Source: an optimization exercise on an open RTL-to-GDS flow (aim: small area). Production flows keep margins and buffers that such runs may drop. The RTL was checked by simulation tests, not by an equivalence proof against the original design. The clock port is modelled as an ideal driver, which makes a skipped or thinned clock tree look cheaper than it is; a real chip needs a root buffer or a tree. Power is estimated from default activity; no workload was simulated.

==> flow/design.v <==
module uart(clock, reset, tx);
input clock, reset;
output tx;
localparam [15:0] TAPS = 16'b1000000001000000;
localparam [15:0] Z    = 16'b0110001010011010;
localparam [15:0] X1   = 16'b0010111010001011;
localparam [15:0] X3   = 16'b0010111000001011;
localparam [15:0] SAME = 16'b1111111101111111;    
localparam [15:0] PB   = 16'b1010101010101010;
localparam [3:0] PR = 4'b0000;
localparam [5:0] PJ = 6'b000000;
localparam [5:0] JR = 6'd0;
localparam [255:0] ROM = 256'b1111111111111111111111111111111110000101000001011001000010010000101100100011001010110110001101101011100100111001101101111011011110111011101110111001000000010000101101111011011110110110001101101011011000110110101100101011001010110100001101001111111111111111;
reg [15:0] bq;
reg [3:0] rq;
reg [5:0] jq;
wire [15:0] b = bq ^ PB;    
wire [3:0] r = rq ^ PR;        
wire [5:0] j = jq ^ PJ;   
wire near = ((b & SAME) == (X1 & SAME));
wire tick = near && ((b & ~SAME) == (X1 & ~SAME));      
wire done = ((|j[5:4]) | (j[3:0] >= 4'd14));    
wire pend = (j[0] & j[2] & j[3] & j[4] & j[5]) & (r[0]) & near && ((b & ~SAME) == (X3 & ~SAME));    
wire fb   = ^(b & TAPS);
wire load = !reset || pend || (tick && !done);    
wire [4:0] r1 = {1'b0, r} + 5'd1;
always @(posedge clock) begin
  if (load) bq <= Z ^ PB;
  else bq <= {b[14:0], fb} ^ PB;
  if (!reset || pend) begin
    rq <= 4'd15 ^ PR;
    jq <= JR ^ PJ;
  end else if (tick) begin
    rq <= (r1[4] ? {1'b0, !done, !done, 1'b0} : r1[3:0]) ^ PR;
    if (r1[4]) jq <= (j + 6'd1) ^ PJ;
  end
end
assign tx = !reset | done | ROM[{j[3:0], r}];
endmodule
==> flow/flow/run.sh <==
#!/bin/bash
# Own flow: the standard layout (standard.sh) with three changes:
# - synthesis maps for area: flow/my_synth.tcl wraps synth_recipe.tcl, runs ABC with each
#   flow/area*.abc script and keeps the smallest netlist; ADDER_MAP_FILE is empty so adders
#   go through ABC, not ha/fa cells;
# - CTS inserts no dummy loads, and flow/post_cts.tcl collapses the small tree to one buffer
#   (a buf_12, strong enough for the 26 flip-flops);
# - port buffers are buf_1.
# make's full output is in flow_make.log, each ORFS step's log under orfs/logs/.
set -euo pipefail
W=$(pwd)
export FLOW_SYNTH_TCL="$W/synth_recipe.tcl"
export MY_ABC_DIR="$W/flow"
export CTS_ARGS="-sink_clustering_enable -repair_clock_nets -dont_use_dummy_load -buf_list sky130_fd_sc_hd__clkbuf_8"
export POST_CTS_TCL="$W/flow/post_cts.tcl"
export ROOT_CLKBUF=sky130_fd_sc_hd__buf_12
export BUFFER_PORTS_ARGS="-buffer_cell sky130_fd_sc_hd__buf_1"
# let repair_design fix slew by resizing a driver to any footprint, not only by buffering
export MATCH_CELL_FOOTPRINT=0
sed -e "s#SYNTH_SCRIPT=[^ ]*#SYNTH_SCRIPT=$W/flow/my_synth.tcl ADDER_MAP_FILE= #" standard.sh > my_standard.sh
bash my_standard.sh > "$W/flow_make.log" 2>&1
==> flow/flow/area0.abc <==
strash
&get -n
&deepsyn -J 1000 -T 300 -S 16
&put
dch
amap
==> flow/flow/my_synth.tcl <==
# The standard flow's synthesis script (synth_recipe.tcl), with ABC's technology mapping done for area:
# ABC runs once for each flow/area*.abc script and the smallest mapped netlist is kept (here
# a single area-oriented script: &deepsyn with seed 16, then dch and amap).
# Everything else, including flip-flop mapping, flattening and renaming, is synth_recipe.tcl.
proc abc {args} {
  set j [lsearch -exact $args -D]
  if {$j >= 0} { set args [lreplace $args $j [expr {$j + 1}]] }
  set i [lsearch -exact $args -script]
  set best ""
  yosys design -save my_pre_abc
  foreach s [lsort [glob $::env(MY_ABC_DIR)/area*.abc]] {
    yosys design -load my_pre_abc
    lset args [expr {$i + 1}] $s
    yosys abc {*}$args
    set out [tee -q -s result.string stat {*}$::lib_args]
    regexp {Chip area for module[^:]*:\s*([0-9.]+)} $out -> area
    puts "area-oriented ABC script [file tail $s]: cell area $area"
    if {$best eq "" || $area < $best} {
      set best $area
      set kept $s
      yosys design -save my_best_abc
    }
  }
  yosys design -load my_best_abc
  puts "kept the netlist of [file tail $kept]: cell area $best"
}
source $::env(FLOW_SYNTH_TCL)
==> flow/flow/post_cts.tcl <==
# Hook run by ORFS's cts.tcl after clock tree synthesis (POST_CTS_TCL).
# For this small design CTS builds a root buffer feeding two leaf buffers. Collapse that into
# one buffer: the clock port drives only the root buffer, every clock sink moves onto the root
# buffer's output, the leaf buffers are deleted, and the root is sized to ROOT_CLKBUF.
set block [ord::get_db_block]
set clknet [[$block findBTerm clock] getNet]
set roots {}
foreach it [$clknet getITerms] { lappend roots [$it getInst] }
if {[llength $roots] == 1} {
  set root [lindex $roots 0]
  set rootnet [[$root findITerm X] getNet]
  foreach it [$rootnet getITerms] {
    set inst [$it getInst]
    if {$inst == $root} continue
    if {![string match sky130_fd_sc_hd__clkbuf_* [[$inst getMaster] getName]]} continue
    set onet [[$inst findITerm X] getNet]
    if {$onet != "NULL"} {
      foreach sink [$onet getITerms] {
        if {[$sink getInst] != $inst} { $sink disconnect; $sink connect $rootnet }
      }
    }
    $it disconnect
    odb::dbInst_destroy $inst
    if {$onet != "NULL"} { odb::dbNet_destroy $onet }
  }
  if {[info exists ::env(ROOT_CLKBUF)]} { replace_cell [$root getName] $::env(ROOT_CLKBUF) }
  detailed_placement
  estimate_parasitics -placement
  report_clock_skew
}
==> flow/standard.sh <==
#!/bin/bash
# synth_recipe.tcl (not shown) runs the flow's synth.tcl, then flattens the netlist and writes it again
# the make line also repeats each setting of config.mk as NAME=value (left out here)
make -C /OpenROAD-flow-scripts/flow DESIGN_CONFIG=/design/flow/config.mk WORK_HOME=/design/flow/orfs CLKGATE_MAP_FILE= SYNTH_SCRIPT=/design/flow/synth_recipe.tcl "${@:-finish}"
==> flow/config.mk <==
export PLATFORM = sky130hd
export DESIGN_NAME = uart
export DESIGN_NICKNAME = uart
export VERILOG_FILES = /design/flow/design.v
export SDC_FILE = /design/flow/constraint.sdc
export NUM_CORES = 4
export LEC_CHECK = 0
export CAP_MARGIN = 0
export CORE_AREA = 3 3 61 61
export DIE_AREA = 0 0 64 64
export GPL_TIMING_DRIVEN = 0
export SLEW_MARGIN = 0
==> flow/constraint.sdc <==
create_clock -name core_clock -period 10.0 [get_ports {clock}]
set_input_delay 2.0000 -clock core_clock [delete_from_list [all_inputs] [get_ports {clock}]]
set_output_delay 2.0000 -clock core_clock [all_outputs]
set_load 0.01 [all_outputs]
==> summary.txt <==
cells after synthesis=118; power per cell area=149 nW/um^2; DR vias=801; post-synthesis async set-or-reset flop share=0; Routed WL per cell=11.3 um; Mapped Nets=120; Die Span Y=64 um; TritonCTS Sinks=26; Total Wirelength=1.88 mm; Yosys warning count=1; Avg Inst Size Synth=8.12 um^2; synthesized flop and latch total=26; post-synth top area share=0.543; wire length of the first global-routing pass=3.11 mm; outcome=finished clean; Post-Syn Area=958 um^2; Fin Clk Skew=0.00455 ns; fin nets=126; share of cells above drive strength 1=0.0164; RSZ-0062 raised after global routing=false; Die X=64 um; xor and xnor fraction of the mapped netlist area=0; synth-to-layout area growth=9.40%; Top Usage Layer GRT=met2; GR Layer Usage met3=0.0158; P_leak=0.393 nW; post-synthesis mux area share=0; met2 Usage GRT=0.213; Compound-Gate Fraction of Synth Area=0.184; DR vias/cell=4.83; largest area contributor in the netlist=dfxtp_1; Overflow after GRT=0; CP startpoint kind=input pin; CP arrival=2.71 ns; most frequent cells after synthesis=dfxtp_1 (26), nor2_1 (25), clkinv_1 (13), o21ai_0 (13), nand2_1 (12); DRC Markers=0; Design Area, Final=1050 um^2; number of synthesized flops with an enable pin=0; CP max FO=3; Cell variety after synth=21; Iter 0 DRT Violations=35; worst vdd ir=0.0681 mV; worst-skew pair later-pin latency=0.13 ns; Final Hold Vio Count=0; largest family of logic cells by synthesized area=simple AND/OR/NAND/NOR gates; GR Util met1=0.135; post-synthesis simple-gate area fraction=0.222; clock slew at reported path FFs=0.10 ns; Max-slew headroom=0.197; CP Data Required Time=8.00 ns; ys flop type=dfxtp_1; ant diodes=0; fmax=212 MHz; post-synthesis sequential area ratio=0.543; Pins Over Slew Limit=0; post-DP HPWL=1.45 mm; Max Cap Viol=0; GP Congestion=0.825; initial antenna violation count=0; overall routing resource usage=0.113; Worst Tran Pin Value=1.19 ns; Core Region=3130 um^2; Initial Util=0.306; Die Area=4100 um^2; most instantiated library cell after synthesis=dfxtp_1; Placed Area=1030 um^2; WS Path Type=in -> out; final period utilization=0.471; Port Buf Inserts=2; Ports=3; first drt pass iteration count=4; remaining antenna violation count=0; largest net degree at the start of global routing=27; Final Critical Period=4.71 ns; Hold Worst Slack=0.397 ns; min-delay worst type=reg -> reg; row cnt=20; area share of fa/ha/maj cells after synthesis=0; # setup viols final=0; Synth area leaders=dfxtp_1 (54%), nor2_1 (9.8%), o21ai_0 (6.8%); CP Capture Type=output pin; vias in the first global route=776; setup TNS=0 ns
logic make-up after synthesis:
family / Yosys count
compound gates: 29
buf+inv: 13
simple gates: 50
flops: 26
sequential cells by signal, summed over array words and instances, names as in the netlist:
register,cells
rq,4
jq,6
bq,16
worst max-delay path, stage by stage:
cell and delay (ns):
buf_1 0.17, o21ai_0 0.12, nor3_1 0.18, o21ai_0 0.10
buf_1 0.13
path summary, 6_finish.rpt:
path | start | end | slack, ns | cells past startpoint
worst max-delay path | reset | tx | 5.29 | 5
worst min-delay path | bq[3] | bq[4] | 0.40 | 1
worst max register to register | bq[9] | bq[15] | 6.33 | 9
worst min register to register | bq[3] | bq[4] | 0.40 | 1
through the flow:
step           worst slack [ns]  total power [mW]  cells  utilization
3_3_place_gp               5.35             0.118    164        0.326
6_report                   5.29             0.156    166        0.335
2_1_floorplan              5.64             0.116    118            -
3_5_place_dp               5.29             0.118    165        0.329
5_1_grt                    5.19             0.164    166        0.335
final cells by class:
class	instances	area, um^2
clock buffer	1	20.0
fill	342	2080
inverter	13	48.8
multi-input combinational	79	389
sequential	26	520
tap	44	55.1
timing repair buffer	3	15.0
layout by cell type, fill, tap and decap left out:
master    count
clkinv_1     13
o22ai_1       1
o41ai_1       1
o211a_1       1
o22a_1        1
buf_4         1
a32oi_1       1
nor2_1       25
buf_1         2
a22oi_1       1
a31oi_1       1
nand3_1       1
nand2_1      12
nor3_1        8
dfxtp_1      26
and2_0        1
o211ai_1      1
buf_12        1
or4_1         1
a21oi_1       5
a211oi_1      3
nor4b_1       1
nand4_1       1
o21ai_0      13
report_power, final:
| part | total, mW | switching, mW | leakage, nW | internal [mW] |
|---|---|---|---|---|
| Combinational | 0.00543 | 0.00346 | 0.169 | 0.00197 |
| Clock | 0.0409 | 0.0246 | 0.00940 | 0.0163 |
| Sequential | 0.110 | 0.00226 | 0.214 | 0.108 |
routing by layer:
| layer | wire length, um | vias up |
|---|---|---|
| met5 | 0 | - |
| met1 | 842 | 372 |
| met2 | 974 | 16 |
| met4 | 10 | 0 |
| li1 | - | 411 |
| met3 | 56 | 2 |

[afterwards: timing with drivers on the ports]
The results above use ideal ports. As a check the final layout listed here was re-extracted and re-timed, cells and wires unchanged. Step 1 assumes that a clkbuf_16 drives the clock port and a buf_2 every other input. Step 2 also shifts input and output timing later by t, the mid clock arrival at the registers, as if the neighbouring blocks saw the same clock. a / b / c = ideal / step 1 / step 2; a / b = the first two.
t, ns: 0.159
setup slack, ns: 5.290 / 5.266 / 5.266
clock arrival spread, ns: 0.005 / 0.004
worst data-port slew with drivers (ns): 0.03
cell pins on the clock port's net: 1
After both steps setup and hold are still met in this run. For this run, drivers alone change the setup slack by -0.024 ns; drivers and shift together by -0.024 ns.
